Source: an optimization exercise on an open RTL-to-GDS flow (aim: small area, a short achievable clock period and few clock cycles per item). Production flows keep margins and buffers that such runs may drop. Function was checked by simulation only, so behaviour that the tests miss may differ from the original.

run 1:
==> flow/design.v <==
module JAM(
	input wire CLK,
	input wire RST,
	input wire [6:0] Cost,
	output wire [2:0] W,
	output wire [2:0] J,
	output reg [3:0] MatchCount,
	output reg [9:0] MinCost,
	output reg  Valid
);
	localparam [2:0] ST_PRE = 3'd0, ST_PRE2 = 3'd1, ST_X = 3'd2,
	                 ST_X2 = 3'd7, ST_SRCH = 3'd3, ST_ENDW = 3'd4,
	                 ST_FIN = 3'd5, ST_DONE = 3'd6;
	reg [2:0] st;
	reg [6:0] cnt;          
	reg [6:0] pc;           
	reg       pv;           
	reg [6:0] Creg;
	reg [6:0] vq;           
	reg [2:0] aw, aj;
	reg [2:0] won, jon;
	assign W = ~won;
	assign J = ~jon;
	reg [6:0] v [0:7];      
	reg [2:0] sid [0:7];
	reg [6:0] su  [0:7];
	reg [2:0] ss  [0:7];
	reg       skh [0:7];    
	reg [2:0] sj  [0:7];
	reg [6:0] mn, m2;
	reg [2:0] am;
	reg [7:0] d;            
	reg       fpop;         
	reg       ffirst;       
	reg [7:0] mask;         
	reg       bv, bpop, bleaf, bpd;
	reg [7:0] buv;
	reg [9:0] D;            
	reg [7:0] xd;
	reg [2:0] xj, xw;
	reg [7:0] xmask;
	reg       xpop, xfirst, xfin;
	integer k;
	wire       p1v   = pv && !pc[6];
	wire       p2v   = pv && pc[6];
	wire       first = (pc[2:0] == 3'd0);
	wire [6:0] x     = Creg - vq;
	wire       lt1   = x < mn;
	wire       lt2   = x < m2;
	wire       sx   = (st == ST_X);
	wire [6:0] gap  = m2 - mn;
	wire [3:0] kn   = (gap > 7'd15) ? 4'd15 : gap[3:0];
	wire [2:0] rn   = sx ? 3'd7 : (pc[5:3] - 3'd1);
	wire       tk   = sx || (p2v && first && pc[5:3] != 3'd0);
	wire       addm = sx || (p2v && first) || (p1v && first && pc != 7'd0);
	reg        iv;
	reg [3:0]  ik;
	reg [6:0]  iu;
	reg [2:0]  ia, ir;
	reg [7:0] ge;
	reg [7:0] put;    
	reg [7:0] shr;    
	always @(*) begin
		for (k = 0; k < 8; k = k + 1)
			ge[k] = (k < ir) && ({skh[k], sj[k]} >= ik);
		for (k = 0; k < 8; k = k + 1) begin
			put[k] = !ge[k] && (k == 0 || ge[k-1]);
			shr[k] = !ge[k] && !put[k];
		end
	end
	function [2:0] low8;    
		input [7:0] a;
		low8 = a[0] ? 3'd0 : a[1] ? 3'd1 : a[2] ? 3'd2 : a[3] ? 3'd3 :
		       a[4] ? 3'd4 : a[5] ? 3'd5 : a[6] ? 3'd6 : 3'd7;
	endfunction
	function [3:0] nextcol;
		input [7:0] m;
		input [2:0] s0;
		input [2:0] c0;
		input       from0;
		reg [7:0] fr, hi, lo, a;
		begin
			fr = ~m;
			lo = fr & ~(8'hff << s0);                  
			if (from0)
				hi = fr & (8'hff << s0);               
			else if (c0 >= s0)
				hi = fr & (8'hfe << c0);               
			else begin
				hi = 8'd0;
				lo = lo & (8'hfe << c0);               
			end
			a = (|hi) ? hi : lo;
			nextcol = {|a, low8(a)};
		end
	endfunction
	wire       srch   = (st == ST_SRCH);
	wire [7:0] dp     = {d[6:0], 1'b0};        
	wire [7:0] dm     = {1'b0, d[7:1]};        
	reg [2:0] ss_d, ss_p, sid_d, sid_p, sid_m, sj_m;
	reg [6:0] su_d;
	always @(*) begin
		ss_d = 3'd0; ss_p = 3'd0; sid_d = 3'd0; sid_p = 3'd0; sid_m = 3'd0;
		sj_m = 3'd0; su_d = 7'd0;
		for (k = 0; k < 8; k = k + 1) begin
			ss_d  = ss_d  | (ss[k]  & {3{d[k]}});
			ss_p  = ss_p  | (ss[k]  & {3{dp[k]}});
			sid_d = sid_d | (sid[k] & {3{d[k]}});
			sid_p = sid_p | (sid[k] & {3{dp[k]}});
			sid_m = sid_m | (sid[k] & {3{dm[k]}});
			sj_m  = sj_m  | (sj[k]  & {3{dm[k]}});
			su_d  = su_d  | (su[k]  & {7{d[k]}});
		end
	end
	wire [7:0] onej   = 8'd1 << aj;
	wire [7:0] mask_l = fpop ? (mask & ~onej) : mask;
	wire [3:0] nx     = nextcol(mask_l, ss_d, aj, 1'b0);
	wire [3:0] fc     = nextcol(mask | onej, ss_p, 3'd0, 1'b1);
	wire       top    = d[0];
	wire       fleaf  = d[7] && !fpop;
	wire       c_fin  = !nx[3] && top;
	wire [7:0] c_d    = nx[3] ? d : dm;
	wire [2:0] c_j    = nx[3] ? nx[2:0] : sj_m;
	wire [2:0] c_w    = nx[3] ? sid_d : sid_m;
	wire       c_pop  = !nx[3];
	wire [7:0] g_mask = mask | onej;
	wire [2:0] g_j    = fc[2:0];
	wire [2:0] g_w    = sid_p;
	wire       pd     = ffirst && !fpop && !fleaf;
	wire [10:0] thr  = {1'b0, D} + {3'b000, buv};
	wire        gt   = {4'b0000, Creg} > thr;
	wire        eq   = {4'b0000, Creg} == thr;
	wire        bs   = bv && !bpop;
	wire        down = bs && !bleaf && !gt;
	wire        miss = bs && !bleaf && (down != bpd);
	wire        issue = srch && !miss;
	reg [7:0] d_n;
	reg [2:0] aj_n, aw_n;
	reg [7:0] mask_n;
	reg       pop_n, first_n, fin_n;
	always @(*) begin
		d_n = d; aj_n = aj; aw_n = aw; mask_n = mask;
		pop_n = fpop; first_n = ffirst; fin_n = 1'b0;
		case (st)
			ST_PRE:
				if (cnt[6] == 1'b0 && cnt[5:0] != 6'd63) begin
					aw_n = cnt[2:0] + 3'd1;
					aj_n = cnt[5:3] + {2'b00, cnt[2:0] == 3'd7};
				end else begin
					aw_n = cnt[5:3] + {2'b00, cnt[2:0] == 3'd7};
					aj_n = cnt[2:0] + 3'd1;
				end
			ST_X2: begin
				aw_n = put[0] ? ir : sid[0];
				aj_n = put[0] ? ia : ss[0];
				first_n = 1'b1;
			end
			default:
				if ((srch || st == ST_ENDW) && miss) begin
					d_n = xd; aj_n = xj; aw_n = xw; mask_n = xmask;
					pop_n = xpop; first_n = xfirst; fin_n = xfin;
				end else if (issue) begin
					if (pd) begin
						d_n = dp; aj_n = g_j; aw_n = g_w; mask_n = g_mask;
						pop_n = 1'b0; first_n = 1'b1;
					end else begin
						d_n = c_d; aj_n = c_j; aw_n = c_w; mask_n = mask_l;
						pop_n = c_pop; first_n = 1'b0; fin_n = c_fin;
					end
				end
		endcase
	end
	always @(posedge CLK or posedge RST) begin
		if (RST) begin
			st <= ST_PRE;
			cnt <= 7'd0;
			pv <= 1'b0;
			aw <= 3'd0;
			aj <= 3'd0;
			won <= 3'b111;
			jon <= 3'b111;
			d <= 8'd1;
			mask <= 8'd0;
			fpop <= 1'b0;
			ffirst <= 1'b0;
			bv <= 1'b0;
			iv <= 1'b0;
			Valid <= 1'b0;
			D <= 10'h3ff;
			MatchCount <= 4'd0;
		end else begin
			aw <= aw_n;
			aj <= aj_n;
			won <= ~aw_n;
			jon <= ~aj_n;
			d <= d_n;
			mask <= mask_n;
			fpop <= pop_n;
			ffirst <= first_n;
			pv <= (st == ST_PRE);
			bv <= issue;
			iv <= tk;
			Valid <= (st == ST_FIN) || (st == ST_DONE);
			case (st)
				ST_PRE: begin
					cnt <= cnt + 7'd1;
					if (cnt == 7'd127) st <= ST_PRE2;
				end
				ST_PRE2: st <= ST_X;
				ST_X:    st <= ST_X2;
				ST_X2:   st <= ST_SRCH;
				ST_SRCH: if (fin_n) st <= ST_ENDW;
				ST_ENDW: st <= miss ? (fin_n ? ST_ENDW : ST_SRCH) : ST_FIN;
				ST_FIN:  st <= ST_DONE;
				default: ;
			endcase
			if (bv && bpop)
				D <= D - {2'b00, buv} + {3'b000, Creg};
			else if (down)
				D <= thr[9:0] - {3'b000, Creg};
			else if (bs && bleaf && !gt) begin
				if (eq) MatchCount <= MatchCount + 4'd1;
				else begin
					D <= {3'b000, Creg} - {2'b00, buv};
					MatchCount <= 4'd1;
				end
			end
		end
	end
	always @(posedge CLK) begin
		Creg <= Cost;
		pc <= cnt;
		vq <= cnt[6] ? v[cnt[2:0]] : 7'd0;
		if (tk) begin
			ik <= kn; iu <= mn; ia <= am; ir <= rn;
		end
		bpop <= fpop;
		bleaf <= fleaf;
		bpd <= pd;
		buv <= su_d + v[aj];
		if (pd) begin
			xd <= c_d; xj <= c_j; xw <= c_w; xmask <= mask_l;
			xpop <= c_pop; xfirst <= 1'b0; xfin <= c_fin;
		end else begin
			xd <= dp; xj <= g_j; xw <= g_w; xmask <= g_mask;
			xpop <= 1'b0; xfirst <= 1'b1; xfin <= 1'b0;
		end
		for (k = 0; k < 8; k = k + 1)
			if (issue && !fpop && d[k])
				sj[k] <= aj;
		if (p1v || p2v) begin
			if (first) begin
				mn <= x; m2 <= 7'h7f; am <= 3'd0;
			end else if (lt1) begin
				mn <= x; m2 <= mn; am <= pc[2:0];
			end else if (lt2) begin
				m2 <= x;
			end
		end
		if (p1v && pc[2:0] == 3'd7)
			v[pc[5:3]] <= lt1 ? x : mn;
		if (p1v && pc == 7'd0)
			MinCost <= 10'd0;
		else if (addm)
			MinCost <= MinCost + {3'b000, mn};
		else if (st == ST_FIN)
			MinCost <= MinCost + D;
		if (iv)
			for (k = 0; k < 8; k = k + 1) begin
				if (put[k]) begin
					sid[k] <= ir; su[k] <= iu; ss[k] <= ia;
					{skh[k], sj[k]} <= ik;
				end else if (shr[k]) begin
					sid[k] <= sid[(k+7)%8]; su[k] <= su[(k+7)%8];
					ss[k] <= ss[(k+7)%8];
					skh[k] <= skh[(k+7)%8]; sj[k] <= sj[(k+7)%8];
				end
			end
	end
endmodule
export LEC_CHECK = 0
export ABC_AREA = 1
export CAP_MARGIN = 20
export CORE_MARGIN = 2
export CORE_UTILIZATION = 40
export SLEW_MARGIN = 20
create_clock -name core_clock -period 20.0 [get_ports {CLK}]
run.sh (not shown) runs the stock make flow with config.mk's settings and CLKGATE_MAP_FILE= SYNTH_SCRIPT=/design/flow/synth_recipe.tcl, a recipe that flattens the netlist after the stock synthesis.
Run 1 has completed all stages; timing, DRC and antenna checks passed.
Testbench counts of run 1, summed over its fixed seeds: cycles 6,048, items 24.
#### Input delta (run 2 over run 1)
diff --git a/flow/design.v b/flow/design.v
--- a/flow/design.v
+++ b/flow/design.v
@@ -22,13 +22,13 @@
 	assign W = ~won;
 	assign J = ~jon;
 	reg [6:0] v [0:7];      
 	reg [2:0] sid [0:7];
 	reg [6:0] su  [0:7];
 	reg [2:0] ss  [0:7];
-	reg       skh [0:7];    
+	reg [3:0] sk  [0:7];
 	reg [2:0] sj  [0:7];
 	reg [6:0] mn, m2;
 	reg [2:0] am;
 	reg [7:0] d;            
 	reg       fpop;         
 	reg       ffirst;       
@@ -59,13 +59,13 @@
 	reg [2:0]  ia, ir;
 	reg [7:0] ge;
 	reg [7:0] put;    
 	reg [7:0] shr;    
 	always @(*) begin
 		for (k = 0; k < 8; k = k + 1)
-			ge[k] = (k < ir) && ({skh[k], sj[k]} >= ik);
+			ge[k] = (k < ir) && (sk[k] >= ik);
 		for (k = 0; k < 8; k = k + 1) begin
 			put[k] = !ge[k] && (k == 0 || ge[k-1]);
 			shr[k] = !ge[k] && !put[k];
 		end
 	end
 	function [2:0] low8;    
@@ -265,16 +265,14 @@
 			MinCost <= MinCost + {3'b000, mn};
 		else if (st == ST_FIN)
 			MinCost <= MinCost + D;
 		if (iv)
 			for (k = 0; k < 8; k = k + 1) begin
 				if (put[k]) begin
-					sid[k] <= ir; su[k] <= iu; ss[k] <= ia;
-					{skh[k], sj[k]} <= ik;
+					sid[k] <= ir; su[k] <= iu; ss[k] <= ia; sk[k] <= ik;
 				end else if (shr[k]) begin
 					sid[k] <= sid[(k+7)%8]; su[k] <= su[(k+7)%8];
-					ss[k] <= ss[(k+7)%8];
-					skh[k] <= skh[(k+7)%8]; sj[k] <= sj[(k+7)%8];
+					ss[k] <= ss[(k+7)%8];   sk[k] <= sk[(k+7)%8];
 				end
 			end
 	end
 endmodule
Findings:
Run 2 finished every stage and its layout cleared the timing, DRC and antenna checks. Run 1: no failed stages, no open violations at the end. Compare run 2 and run 1 | sum of routed wire length over all layers lower: run 2. Going from run 1 to run 2, sequential share of layout area shows an increase of 2.5 points; critical path data arrival time +0.06 ns; met3 wirelength from detailed routing went down; number of fillers in the final layout moved down. Summary of run 2 over run 1: final area climbed 630 µm²; sequential cell count of the final layout climbed 6.1%. Summary of run 2 over run 1: synthesized cell count fell about 3%, met1 demand-to-capacity share in global routing shrank by 2.2 points, die area rose about 1.8%, worst setup slack fell by 0.059 ns, post-layout instance count excluding filler cells decreased by 1.8% relative to the old numbers. Run 2 vs run 1, vias after detailed routing went down by 424. [run 2 vs run 1] average via count per standard cell: lower in run 2.
Testbench counts of run 2, summed over its fixed seeds: cycles 6,048, items 24.

[afterwards: timing with drivers on the ports]
The results above use ideal ports. As a check the final layouts listed here were re-extracted and re-timed, cells and wires unchanged. Step 1, drivers: a clkbuf_16 drives CLK and a buf_2 each remaining input, both assumed. Step 2 times the ports against the registers' clock, not the clock port: input delays grow and output delays shrink by t, the midpoint of the rising clock arrivals with the driver on. Three values: ideal, step 1, step 2; two values: the first two.
run	t (ns)	setup slack, ns	worst hold slack (ns)	worst setup path at the end	pins driven straight from the clock port
run 1	0.591	14.439 / 14.381 / 14.897	0.427 / 0.427 / 0.427	input, reset recovery	1
run 2	0.619	14.380 / 14.324 / 14.839	0.433 / 0.433 / 0.433	input, reset recovery	1
After both steps setup and hold are still met in every run listed. The worst setup slack also covers recovery checks on asynchronous resets.
